Context: an optimization exercise on an open-source flow, tuned for small area, a short achievable clock period and few clock cycles per item. The choices shown serve that exercise and are no tape-out recipe.
At most, simulation tests tie the RTL to the original design; equivalence was not proved.
Power figures rest on the tool's default switching activity, not on a simulated workload.

run 1:
==> flow/design.v <==
module adder (A, B, result);
  parameter WIDTH = 32;
  input logic [WIDTH-1:0] A, B;
  output logic [WIDTH-1:0] result;
  assign result = A + B;
endmodule
module xorer (A, B, result);
  parameter WIDTH = 32;
  input logic [WIDTH-1:0] A, B;
  output logic [WIDTH-1:0] result;
  assign result = A ^ B;
endmodule
module xorer3 (A, B, C, result);
  parameter WIDTH = 32;
  input logic [WIDTH-1:0] A, B, C;
  output logic [WIDTH-1:0] result;
  assign result = A ^ B ^ C;
endmodule
module bcrypt_core (
  input  logic         clk,
  input  logic         reset_l,
  input  logic         start,
  input  logic [4:0]   cost,
  input  logic [127:0] salt,
  input  logic [575:0] key,
  output logic [31:0]  s_addr,
  output logic [3:0]   s_we,
  output logic [127:0] s_wdata,
  input  logic [127:0] s_rdata,
  output logic [191:0] hash,
  output logic         done
);
  localparam logic [575:0] PI_P = 576'h8979fb1b9216d5d9b54709173f84d5b5c97c50ddc0ac29b734e90c6cbe5466cf38d01377452821e6ec4e6c89082efa98299f31d0a40938220370734413198a2e85a308d3243f6a88;
  localparam logic [191:0] CTEXT = {32'h6f756274, 32'h63727944, 32'h64657253, 32'h65686f6c, 32'h65616e42, 32'h4f727068};
  localparam logic [1:0] PH_SALTED = 2'd0,   
                         PH_KEY    = 2'd1,   
                         PH_SALT   = 2'd2,   
                         PH_CTEXT  = 2'd3;   
  localparam logic [9:0] CNT_P0 = 10'd1015;  
  logic         busy, done_r;
  logic [4:0]   k;        
  logic [1:0]   phase;
  logic [9:0]   cnt;      
  logic [575:0] P;        
  logic [31:0]  l, r;     
  logic [63:0]  c1, c2;   
  wire in_exp  = (phase != PH_CTEXT);
  wire ppart   = in_exp & cnt[9];
  wire keyen   = in_exp & (cnt == CNT_P0);
  wire salten  = (phase == PH_SALTED) & (k[4:1] == 4'd0);
  wire pfix    = in_exp & ((cnt[9:3] == 7'h7f) | (cnt == 10'd0));
  wire [3:0] pidx = cnt[3:0] - 4'd8;
  wire byp     = pfix & (k[4:1] == pidx);
  wire k17     = (k == 5'd17);
  wire exp_end = in_exp & (cnt == 10'd511);
  wire ct_end  = (cnt == 10'd191);
  wire [31:0] iter_inc = {1'b0, c1[30:0]} + 32'd1;
  logic it_last;          
  logic [17:0] kh;
  always_comb
    for (int i = 0; i < 18; i++) kh[i] = (k == i);
  logic [31:0] kmux, pi_w;
  always_comb begin
    kmux = 32'h0;
    pi_w = 32'h0;
    for (int i = 0; i < 18; i++) begin
      kmux = kmux | ({32{kh[i]}} & key[32*i +: 32]);
      pi_w = pi_w | ({32{kh[i]}} & PI_P[32*i +: 32]);
    end
  end
  wire [1:0]  ssel = (phase == PH_SALT) ? k[1:0] : {~cnt[0], k[0]};
  wire [31:0] smux = salt[32*ssel +: 32];
  wire [31:0] kw    = (phase == PH_SALT) ? smux : kmux;
  logic [31:0] pv;
  always_comb begin
    pv = P[31:0];
    if (keyen & (phase == PH_SALTED)) pv = pi_w;
    if (byp) pv = k[0] ? c2[63:32] : c2[31:0];
  end
  wire [31:0] tailv = pv ^ (keyen ? kw : 32'h0);
  wire [31:0] head  = tailv ^ (salten ? smux : 32'h0);
  function automatic logic [31:0] ks_add(input logic [31:0] a, input logic [31:0] b);
    logic [31:0] p, g, pp, gg, pn, gn;
    p = a ^ b;
    g = a & b;
    pp = p;
    gg = g;
    for (int d = 1; d < 32; d = 2 * d) begin
      for (int i = 0; i < 32; i++) begin
        if (i >= d) begin
          gn[i] = gg[i] | (pp[i] & gg[i-d]);
          pn[i] = pp[i] & pp[i-d];
        end
        else begin
          gn[i] = gg[i];
          pn[i] = pp[i];
        end
      end
      pp = pn;
      gg = gn;
    end
    ks_add = p ^ {gg[30:0], 1'b0};
  endfunction
  wire [31:0] f_a = ks_add(s_rdata[31:0], s_rdata[63:32]);
  wire [31:0] f_x = f_a ^ s_rdata[95:64];
  wire [31:0] f   = ks_add(f_x, s_rdata[127:96]);
  wire [31:0] t   = r ^ head;
  wire        fen = (k != 5'd0);
  wire [31:0] l_next = t ^ (fen ? f : 32'h0);
  wire sw = busy & in_exp & ~cnt[9] & (k >= 5'd16);
  logic [31:0] a_alt, a_fx;
  logic [3:0]  use_f;
  always_comb begin
    a_fx = {f[7:0], f[15:8], f[23:16], f[31:24]} ^ {t[7:0], t[15:8], t[23:16], t[31:24]};
    a_alt = {t[7:0], t[15:8], t[23:16], t[31:24]};
    use_f = {4{fen}};
    s_we = 4'b0000;
    s_wdata = {4{l ^ ((k == 5'd16) ? ((cnt == 10'd0) ? c2[63:32] : P[63:32]) : 32'h0)}};
    if (sw) begin
      s_we[cnt[8:7]] = 1'b1;
      use_f[cnt[8:7]] = 1'b0;
      a_alt[8*cnt[8:7] +: 8] = {cnt[6:0], k[0]};
    end
    for (int b = 0; b < 4; b++)
      s_addr[8*b +: 8] = use_f[b] ? a_fx[8*b +: 8] : a_alt[8*b +: 8];
  end
  assign hash = {l, r, c2, c1};
  assign done = done_r;
  always_ff @(posedge clk)
    P <= {tailv, P[575:32]};
  always_ff @(posedge clk)
    it_last <= iter_inc[cost];
  always_ff @(posedge clk) begin
    if (~reset_l) begin
      busy   <= 1'b0;
      done_r <= 1'b0;
    end
    else if (!busy) begin
      if (start) begin
        busy   <= 1'b1;
        done_r <= 1'b0;
        phase  <= PH_SALTED;
        cnt    <= CNT_P0;
        k      <= 5'd0;
        c1[30:0] <= 31'd0;
        r      <= 32'h0;
        l      <= 32'h0;
      end
    end
    else begin
      k <= k17 ? 5'd0 : k + 5'd1;
      if (!k17) begin
        l <= l_next;
        r <= l;
      end
      else if (phase == PH_CTEXT) begin
        cnt <= cnt + 10'd1;
        if (ct_end) begin
          r      <= t;
          busy   <= 1'b0;
          done_r <= 1'b1;
        end
        else begin
          r  <= c1[31:0];
          l  <= c1[63:32];
          c1 <= c2;
          c2 <= {l, t};
        end
      end
      else if (exp_end) begin
        cnt <= CNT_P0;
        r   <= 32'h0;
        l   <= 32'h0;
        if (phase == PH_SALT) begin
          if (it_last) begin
            phase <= PH_CTEXT;
            cnt   <= 10'd0;
            r     <= CTEXT[31:0];
            l     <= CTEXT[63:32];
            c1    <= CTEXT[127:64];
            c2    <= CTEXT[191:128];
          end
          else begin
            c1[30:0] <= iter_inc[30:0];
            phase <= PH_KEY;
          end
        end
        else
          phase <= phase + 2'd1;
      end
      else begin
        r   <= t;
        cnt <= cnt + 10'd1;
        if (ppart) c2 <= {l, t};
      end
    end
  end
endmodule
Settings: LEC_CHECK=0, CAP_MARGIN=30, CORE_MARGIN=2, CORE_UTILIZATION=20, CTS_BUF_LIST=sky130_fd_sc_hd__clkbuf_4 sky130_fd_sc_hd__clkbuf_8, SETUP_SLACK_MARGIN=3, SLEW_MARGIN=40; clock period 10.0 ns.
standard.sh (not shown) runs the stock make flow with config.mk's settings and CLKGATE_MAP_FILE= SYNTH_SCRIPT=/design/flow/synth_recipe.tcl, a recipe that flattens the netlist after the stock synthesis.
==> flow/flow/run.sh <==
#!/bin/bash
# The standard layout, with the ports buffered by buf_1 cells.
set -euo pipefail
export BUFFER_PORTS_ARGS="-buffer_cell sky130_fd_sc_hd__buf_1"
bash standard.sh > standard.log 2>&1
Testbench counts of run 1, summed over its fixed seeds: cycles 681,180, hashes 18.
> inputs changed (run 1 -> run 2)
--- a/flow/design.v
+++ b/flow/design.v
@@ -36,24 +36,22 @@
                          PH_KEY    = 2'd1,   
                          PH_SALT   = 2'd2,   
                          PH_CTEXT  = 2'd3;   
   localparam logic [9:0] CNT_P0 = 10'd1015;  
   logic         busy, done_r;
   logic [4:0]   k;        
+  logic         rot2;     
   logic [1:0]   phase;
   logic [9:0]   cnt;      
   logic [575:0] P;        
   logic [31:0]  l, r;     
   logic [63:0]  c1, c2;   
   wire in_exp  = (phase != PH_CTEXT);
   wire ppart   = in_exp & cnt[9];
-  wire keyen   = in_exp & (cnt == CNT_P0);
-  wire salten  = (phase == PH_SALTED) & (k[4:1] == 4'd0);
-  wire pfix    = in_exp & ((cnt[9:3] == 7'h7f) | (cnt == 10'd0));
-  wire [3:0] pidx = cnt[3:0] - 4'd8;
-  wire byp     = pfix & (k[4:1] == pidx);
+  wire keyen   = in_exp & (cnt == CNT_P0) & ~rot2;
+  wire salten  = (phase == PH_SALTED) & (k[4:1] == 4'd0) & ~rot2;
   wire k17     = (k == 5'd17);
   wire exp_end = in_exp & (cnt == 10'd511);
   wire ct_end  = (cnt == 10'd191);
   wire [31:0] iter_inc = {1'b0, c1[30:0]} + 32'd1;
   logic it_last;          
   logic [17:0] kh;
@@ -68,18 +66,13 @@
       pi_w = pi_w | ({32{kh[i]}} & PI_P[32*i +: 32]);
     end
   end
   wire [1:0]  ssel = (phase == PH_SALT) ? k[1:0] : {~cnt[0], k[0]};
   wire [31:0] smux = salt[32*ssel +: 32];
   wire [31:0] kw    = (phase == PH_SALT) ? smux : kmux;
-  logic [31:0] pv;
-  always_comb begin
-    pv = P[31:0];
-    if (keyen & (phase == PH_SALTED)) pv = pi_w;
-    if (byp) pv = k[0] ? c2[63:32] : c2[31:0];
-  end
+  wire [31:0] pv    = (keyen & (phase == PH_SALTED)) ? pi_w : P[31:0];
   wire [31:0] tailv = pv ^ (keyen ? kw : 32'h0);
   wire [31:0] head  = tailv ^ (salten ? smux : 32'h0);
   function automatic logic [31:0] ks_add(input logic [31:0] a, input logic [31:0] b);
     logic [31:0] p, g, pp, gg, pn, gn;
     p = a ^ b;
     g = a & b;
@@ -112,25 +105,27 @@
   logic [3:0]  use_f;
   always_comb begin
     a_fx = {f[7:0], f[15:8], f[23:16], f[31:24]} ^ {t[7:0], t[15:8], t[23:16], t[31:24]};
     a_alt = {t[7:0], t[15:8], t[23:16], t[31:24]};
     use_f = {4{fen}};
     s_we = 4'b0000;
-    s_wdata = {4{l ^ ((k == 5'd16) ? ((cnt == 10'd0) ? c2[63:32] : P[63:32]) : 32'h0)}};
+    s_wdata = {4{l ^ ((k == 5'd16) ? P[63:32] : 32'h0)}};
     if (sw) begin
       s_we[cnt[8:7]] = 1'b1;
       use_f[cnt[8:7]] = 1'b0;
       a_alt[8*cnt[8:7] +: 8] = {cnt[6:0], k[0]};
     end
     for (int b = 0; b < 4; b++)
       s_addr[8*b +: 8] = use_f[b] ? a_fx[8*b +: 8] : a_alt[8*b +: 8];
   end
   assign hash = {l, r, c2, c1};
   assign done = done_r;
+  wire [3:0] pidx = cnt[3:0] - 4'd7;
+  wire [31:0] tail = (rot2 && k[4:1] == pidx) ? (k[0] ? l : r) : tailv;
   always_ff @(posedge clk)
-    P <= {tailv, P[575:32]};
+    P <= {tail, P[575:32]};
   always_ff @(posedge clk)
     it_last <= iter_inc[cost];
   always_ff @(posedge clk) begin
     if (~reset_l) begin
       busy   <= 1'b0;
       done_r <= 1'b0;
@@ -139,20 +134,27 @@
       if (start) begin
         busy   <= 1'b1;
         done_r <= 1'b0;
         phase  <= PH_SALTED;
         cnt    <= CNT_P0;
         k      <= 5'd0;
+        rot2   <= 1'b0;
         c1[30:0] <= 31'd0;
         r      <= 32'h0;
         l      <= 32'h0;
       end
     end
     else begin
       k <= k17 ? 5'd0 : k + 5'd1;
-      if (!k17) begin
+      if (rot2) begin
+        if (k17) begin
+          rot2 <= 1'b0;
+          cnt  <= cnt + 10'd1;
+        end
+      end
+      else if (!k17) begin
         l <= l_next;
         r <= l;
       end
       else if (phase == PH_CTEXT) begin
         cnt <= cnt + 10'd1;
         if (ct_end) begin
@@ -186,13 +188,13 @@
           end
         end
         else
           phase <= phase + 2'd1;
       end
       else begin
-        r   <= t;
-        cnt <= cnt + 10'd1;
-        if (ppart) c2 <= {l, t};
+        r <= t;
+        if (ppart) rot2 <= 1'b1;
+        else       cnt  <= cnt + 10'd1;
       end
     end
   end
 endmodule
### Flow results
Per the comparison of run 2 with run 1, synthesized cell count roughly the same; detailed-route wire length on metal 1 shows a reduction of about 1.9%; count of cells along the worst register-to-register path went down.
| cell area | run 2 vs run 1 | worse |
Measured against each other, run 2 and run 1 differ in final period utilization, the lower figure coming from run 2.
The via count reported for run 2 is lower than the one for run 1.
The area growth from synthesis to layout reported for run 2 is greater than that of run 1 by 1.2 points.
Re power share of the combinational group: run 2 and run 1 aren't equal, and the lower value belongs to run 1.
Looking at number of antenna violations at the first check in global routing, run 2 sits 8 lower than run 1 does.
Only the layout flow was run in run 2; the RTL was not checked for function there.

Starts from the design.v that is shown in full above.
export LEC_CHECK = 0
export CAP_MARGIN = 30
export CORE_MARGIN = 2
export CORE_UTILIZATION = 20
export CTS_CLUSTER_DIAMETER = 100
export CTS_CLUSTER_SIZE = 24
export PLACE_DENSITY = 0.75
export SETUP_SLACK_MARGIN = 3
export SLEW_MARGIN = 40
create_clock -name core_clock -period 10.0 [get_ports {clk}]
Scripts as last shown in full above: flow/flow/run.sh
Testbench counts at the start, summed over its fixed seeds: cycles 681,180, hashes 18.
==> next run, changes <==
--- a/flow/design.v
+++ b/flow/design.v
@@ -79,39 +79,18 @@
   end
   wire [31:0] tailv = pv ^ (keyen ? kw : 32'h0);
   wire [31:0] head  = tailv ^ (salten ? smux : 32'h0);
-  function automatic logic [31:0] ks_add(input logic [31:0] a, input logic [31:0] b);
-    logic [31:0] p, g, pp, gg, pn, gn;
-    p = a ^ b;
-    g = a & b;
-    pp = p;
-    gg = g;
-    for (int d = 1; d < 32; d = 2 * d) begin
-      for (int i = 0; i < 32; i++) begin
-        if (i >= d) begin
-          gn[i] = gg[i] | (pp[i] & gg[i-d]);
-          pn[i] = pp[i] & pp[i-d];
-        end
-        else begin
-          gn[i] = gg[i];
-          pn[i] = pp[i];
-        end
-      end
-      pp = pn;
-      gg = gn;
-    end
-    ks_add = p ^ {gg[30:0], 1'b0};
-  endfunction
-  wire [31:0] f_a = ks_add(s_rdata[31:0], s_rdata[63:32]);
+  wire [31:0] f_a = s_rdata[31:0] + s_rdata[63:32];
   wire [31:0] f_x = f_a ^ s_rdata[95:64];
-  wire [31:0] f   = ks_add(f_x, s_rdata[127:96]);
+  wire [31:0] f   = f_x + s_rdata[127:96];
   wire [31:0] t   = r ^ head;
   wire        fen = (k != 5'd0);
   wire [31:0] l_next = t ^ (fen ? f : 32'h0);
   wire sw = busy & in_exp & ~cnt[9] & (k >= 5'd16);
-  logic [31:0] a_alt, a_fx;
+  logic [31:0] a_alt, a_f, a_t;
   logic [3:0]  use_f;
   always_comb begin
-    a_fx = {f[7:0], f[15:8], f[23:16], f[31:24]} ^ {t[7:0], t[15:8], t[23:16], t[31:24]};
+    a_f = {f[7:0], f[15:8], f[23:16], f[31:24]};
+    a_t = {t[7:0], t[15:8], t[23:16], t[31:24]};
     a_alt = {t[7:0], t[15:8], t[23:16], t[31:24]};
     use_f = {4{fen}};
     s_we = 4'b0000;
@@ -122,7 +101,7 @@
       a_alt[8*cnt[8:7] +: 8] = {cnt[6:0], k[0]};
     end
     for (int b = 0; b < 4; b++)
-      s_addr[8*b +: 8] = use_f[b] ? a_fx[8*b +: 8] : a_alt[8*b +: 8];
+      s_addr[8*b +: 8] = (a_f[8*b +: 8] & {8{use_f[b]}}) ^ (use_f[b] ? a_t[8*b +: 8] : a_alt[8*b +: 8]);
   end
   assign hash = {l, r, c2, c1};
   assign done = done_r;
Result: The new run finished with timing, DRC and antenna clean. Register-to-register slack improved by 0.11 ns. Non-clock buffer count goes up by 33. Die area goes up by 4.3%. Power goes up by about 1.1%. Worst setup slack improved by 0.35 ns. Clock-buffer cell count goes down by 1.
Testbench counts after the change, summed over its fixed seeds: cycles 681,180, hashes 18.

Another version of the RTL of bcrypt_core (not shown whole).
Size: ~790 flip-flops, roughly 1200 I/O pins, roughly 35000 um2 of cells after synthesis.
==> module bcrypt_core, before the edit <==
module bcrypt_core (
  input  logic         clk,
  input  logic         reset_l,
  input  logic         start,
  input  logic [4:0]   cost,
  input  logic [127:0] salt,
  input  logic [575:0] key,
  output logic [31:0]  s_addr,
  output logic [3:0]   s_we,
  output logic [127:0] s_wdata,
  input  logic [127:0] s_rdata,
  output logic [191:0] hash,
  output logic         done
);
  localparam logic [575:0] PI_P = 576'h8979fb1b9216d5d9b54709173f84d5b5c97c50ddc0ac29b734e90c6cbe5466cf38d01377452821e6ec4e6c89082efa98299f31d0a40938220370734413198a2e85a308d3243f6a88;
  localparam logic [191:0] CTEXT = {32'h6f756274, 32'h63727944, 32'h64657253, 32'h65686f6c, 32'h65616e42, 32'h4f727068};
  localparam logic [1:0] PH_SALTED = 2'd0,   
                         PH_KEY    = 2'd1,   
                         PH_SALT   = 2'd2,   
                         PH_CTEXT  = 2'd3;   
  localparam logic [9:0] CNT_P0 = 10'd1015;  
  logic         busy, done_r;
  logic [4:0]   k;        
  logic [1:0]   phase;
  logic [9:0]   cnt;      
  logic [575:0] P;        
  logic [31:0]  l, r;     
  logic [63:0]  c1, c2;   
  wire in_exp  = (phase != PH_CTEXT);
  wire ppart   = in_exp & cnt[9];
  wire keyen   = in_exp & (cnt == CNT_P0);
  wire salten  = (phase == PH_SALTED) & (k[4:1] == 4'd0);
  wire pfix    = in_exp & ((cnt[9:3] == 7'h7f) | (cnt == 10'd0));
  wire [3:0] pidx = cnt[3:0] - 4'd8;
  wire byp     = pfix & (k[4:1] == pidx);
  wire k17     = (k == 5'd17);
  wire exp_end = in_exp & (cnt == 10'd511);
  wire ct_bend = (cnt[5:0] == 6'd63);    
  wire ct_end  = ct_bend & cnt[7];        
  wire [31:0] iter_inc = {1'b0, c1[30:0]} + 32'd1;
  logic it_last;          
  logic [17:0] kh;
  always_comb
    for (int i = 0; i < 18; i++) kh[i] = (k == i);
  logic [31:0] kmux, pi_w;
  always_comb begin
    kmux = 32'h0;
    pi_w = 32'h0;
    for (int i = 0; i < 18; i++) begin
      kmux = kmux | ({32{kh[i]}} & key[32*i +: 32]);
      pi_w = pi_w | ({32{kh[i]}} & PI_P[32*i +: 32]);
    end
  end
  wire [1:0]  ssel = (phase == PH_SALT) ? k[1:0] : {~cnt[0], k[0]};
  wire [31:0] smux = salt[32*ssel +: 32];
  wire [31:0] kw    = (phase == PH_SALT) ? smux : kmux;
  logic [31:0] pv;
  always_comb begin
    pv = P[31:0];
    if (keyen & (phase == PH_SALTED)) pv = pi_w;
    if (byp) pv = k[0] ? c2[63:32] : c2[31:0];
  end
  wire [31:0] tailv = pv ^ (keyen ? kw : 32'h0);
  wire [31:0] head  = tailv ^ (salten ? smux : 32'h0);
  wire [31:0] f_a = s_rdata[31:0] + s_rdata[63:32];
  wire [31:0] f_x = f_a ^ s_rdata[95:64];
  wire [31:0] f   = f_x + s_rdata[127:96];
  wire [31:0] t   = r ^ head;
  wire        fen = (k != 5'd0);
  wire [31:0] l_next = t ^ (fen ? f : 32'h0);
  wire sw = busy & in_exp & ~cnt[9] & (k >= 5'd16);
  logic [31:0] a_alt, a_f, a_t;
  logic [3:0]  use_f;
  always_comb begin
    a_f = {f[7:0], f[15:8], f[23:16], f[31:24]};
    a_t = {t[7:0], t[15:8], t[23:16], t[31:24]};
    a_alt = {t[7:0], t[15:8], t[23:16], t[31:24]};
    use_f = {4{fen}};
    s_we = 4'b0000;
    s_wdata = {4{l ^ ((k == 5'd16) ? ((cnt == 10'd0) ? c2[63:32] : P[63:32]) : 32'h0)}};
    if (sw) begin
      s_we[cnt[8:7]] = 1'b1;
      use_f[cnt[8:7]] = 1'b0;
      a_alt[8*cnt[8:7] +: 8] = {cnt[6:0], k[0]};
    end
    for (int b = 0; b < 4; b++)
      s_addr[8*b +: 8] = (a_f[8*b +: 8] & {8{use_f[b]}}) ^ (use_f[b] ? a_t[8*b +: 8] : a_alt[8*b +: 8]);
  end
  assign hash = {l, r, c2, c1};
  assign done = done_r;
  always_ff @(posedge clk)
    P <= {tailv, P[575:32]};
  always_ff @(posedge clk)
    it_last <= iter_inc[cost];
  always_ff @(posedge clk) begin
    if (~reset_l) begin
      busy   <= 1'b0;
      done_r <= 1'b0;
    end
    else if (!busy) begin
      if (start) begin
        busy   <= 1'b1;
        done_r <= 1'b0;
        phase  <= PH_SALTED;
        cnt    <= CNT_P0;
        k      <= 5'd0;
        c1[30:0] <= 31'd0;
        r      <= 32'h0;
        l      <= 32'h0;
      end
    end
    else begin
      k <= k17 ? 5'd0 : k + 5'd1;
      if (!k17) begin
        l <= l_next;
        r <= l;
      end
      else if (phase == PH_CTEXT) begin
        cnt <= cnt + 10'd1;
        r   <= t;
        if (ct_bend) begin
          if (cnt[7]) begin
            busy   <= 1'b0;
            done_r <= 1'b1;
          end
          else begin
            if (cnt[6]) c2 <= {l, t};
            else        c1 <= {l, t};
            r <= cnt[6] ? CTEXT[159:128] : CTEXT[95:64];
            l <= cnt[6] ? CTEXT[191:160] : CTEXT[127:96];
          end
        end
      end
      else if (exp_end) begin
        cnt <= CNT_P0;
        r   <= 32'h0;
        l   <= 32'h0;
        if (phase == PH_SALT) begin
          if (it_last) begin
            phase <= PH_CTEXT;
            cnt   <= 10'd0;
            r     <= CTEXT[31:0];
            l     <= CTEXT[63:32];
          end
          else begin
            c1[30:0] <= iter_inc[30:0];
            phase <= PH_KEY;
          end
        end
        else
          phase <= phase + 2'd1;
      end
      else begin
        r   <= t;
        cnt <= cnt + 10'd1;
        if (ppart) c2 <= {l, t};
      end
    end
  end
endmodule
==> flow/config.mk <==
export PLATFORM = sky130hd
export DESIGN_NAME = bcrypt_core
export DESIGN_NICKNAME = bcrypt_core
export VERILOG_FILES = /design/flow/design.v
export SDC_FILE = /design/flow/constraint.sdc
export NUM_CORES = 4
export LEC_CHECK = 0
export CAP_MARGIN = 30
export CORE_MARGIN = 2
export CORE_UTILIZATION = 20
export CTS_CLUSTER_DIAMETER = 100
export CTS_CLUSTER_SIZE = 20
export PLACE_DENSITY = 0.75
export SETUP_SLACK_MARGIN = 3
export SLEW_MARGIN = 40
export TNS_END_PERCENT = 5
==> flow/constraint.sdc <==
create_clock -name core_clock -period 10.0 [get_ports {clk}]
set_input_delay 2.0000 -clock core_clock [delete_from_list [all_inputs] [get_ports {clk}]]
set_output_delay 2.0000 -clock core_clock [all_outputs]
set_load 0.01 [all_outputs]
==> flow/flow/run.sh <==
#!/bin/bash
# The standard layout, with the ports buffered by buf_1 cells and more rounds
# of antenna repair after detailed routing.
set -euo pipefail
export BUFFER_PORTS_ARGS="-buffer_cell sky130_fd_sc_hd__buf_1"
export MAX_REPAIR_ANTENNAS_ITER_DRT=12
bash standard.sh > standard.log 2>&1
The baseline finished with timing, DRC and antenna clean.
Testbench counts at the start, summed over its fixed seeds: cycles 681,180, hashes 18.
Change:
--- a/flow/design.v
+++ b/flow/design.v
@@ -55,13 +55,11 @@
   wire exp_end = in_exp & (cnt == 10'd511);
   wire ct_bend = (cnt[5:0] == 6'd63);    
   wire ct_end  = ct_bend & cnt[7];        
   wire [31:0] iter_inc = {1'b0, c1[30:0]} + 32'd1;
   logic it_last;          
-  logic [17:0] kh;
-  always_comb
-    for (int i = 0; i < 18; i++) kh[i] = (k == i);
+  logic [17:0] kh;        
   logic [31:0] kmux, pi_w;
   always_comb begin
     kmux = 32'h0;
     pi_w = 32'h0;
     for (int i = 0; i < 18; i++) begin
@@ -120,17 +118,19 @@
         busy   <= 1'b1;
         done_r <= 1'b0;
         phase  <= PH_SALTED;
         cnt    <= CNT_P0;
         k      <= 5'd0;
+        kh     <= 18'd1;
         c1[30:0] <= 31'd0;
         r      <= 32'h0;
         l      <= 32'h0;
       end
     end
     else begin
       k <= k17 ? 5'd0 : k + 5'd1;
+      kh <= {kh[16:0], kh[17]};
       if (!k17) begin
         l <= l_next;
         r <= l;
       end
       else if (phase == PH_CTEXT) begin
Die area drops by 2.5%.
Final cell count decreases by 2.8%.
Setup slack loses 39 ps.
Fmax goes down by 0.46%.
Core utilization grows by 0.11 points.
Power went up by 4.5%.
First-iteration DRC count came out higher by 6.4%.
Design area went down by 2.2%.
Non-clock buffer count drops by 22.
Testbench counts after the change, summed over its fixed seeds: cycles 681,180, hashes 18.

what the ideal ports hide:
Ports are ideal in the flow. The routed layouts listed here were re-timed in OpenROAD.
Step 1 sets driving cells, clkbuf_16 on the clock port and buf_2 on the other inputs (assumed; they add their load-dependent delay and slew).
Step 2 also shifts input and output timing later by t, the mid clock arrival at the registers, as if the neighbouring blocks saw the same clock.
Slacks: ideal / step 1 / step 2; pairs: ideal / step 1.
run | t, ns | slack for setup (ns) | worst setup path after step 2 | slew at the worst register clock pin (ns)
run 1 | 0.850 | 1.282 / 1.243 / 1.243 | input to output | 0.07 / 0.07
run 2 | 0.863 | 1.753 / 1.715 / 1.715 | input to output | 0.08 / 0.08
the first run of note 2 | 0.699 | 1.425 / 1.391 / 1.391 | input to output | 0.12 / 0.12
the second run of note 2 | 0.727 | 1.780 / 1.737 / 1.737 | input to output | 0.12 / 0.12
the first run of note 3 | 0.685 | 1.666 / 1.593 / 1.635 | input to output | 0.10 / 0.10
the second run of note 3 | 0.707 | 1.628 / 1.530 / 1.530 | input to output | 0.10 / 0.10
After both steps every run listed still meets setup and hold. The setup slack of the second run of note 3, which loses most, moves by -0.098 ns with the drivers and by -0.098 ns with both steps.
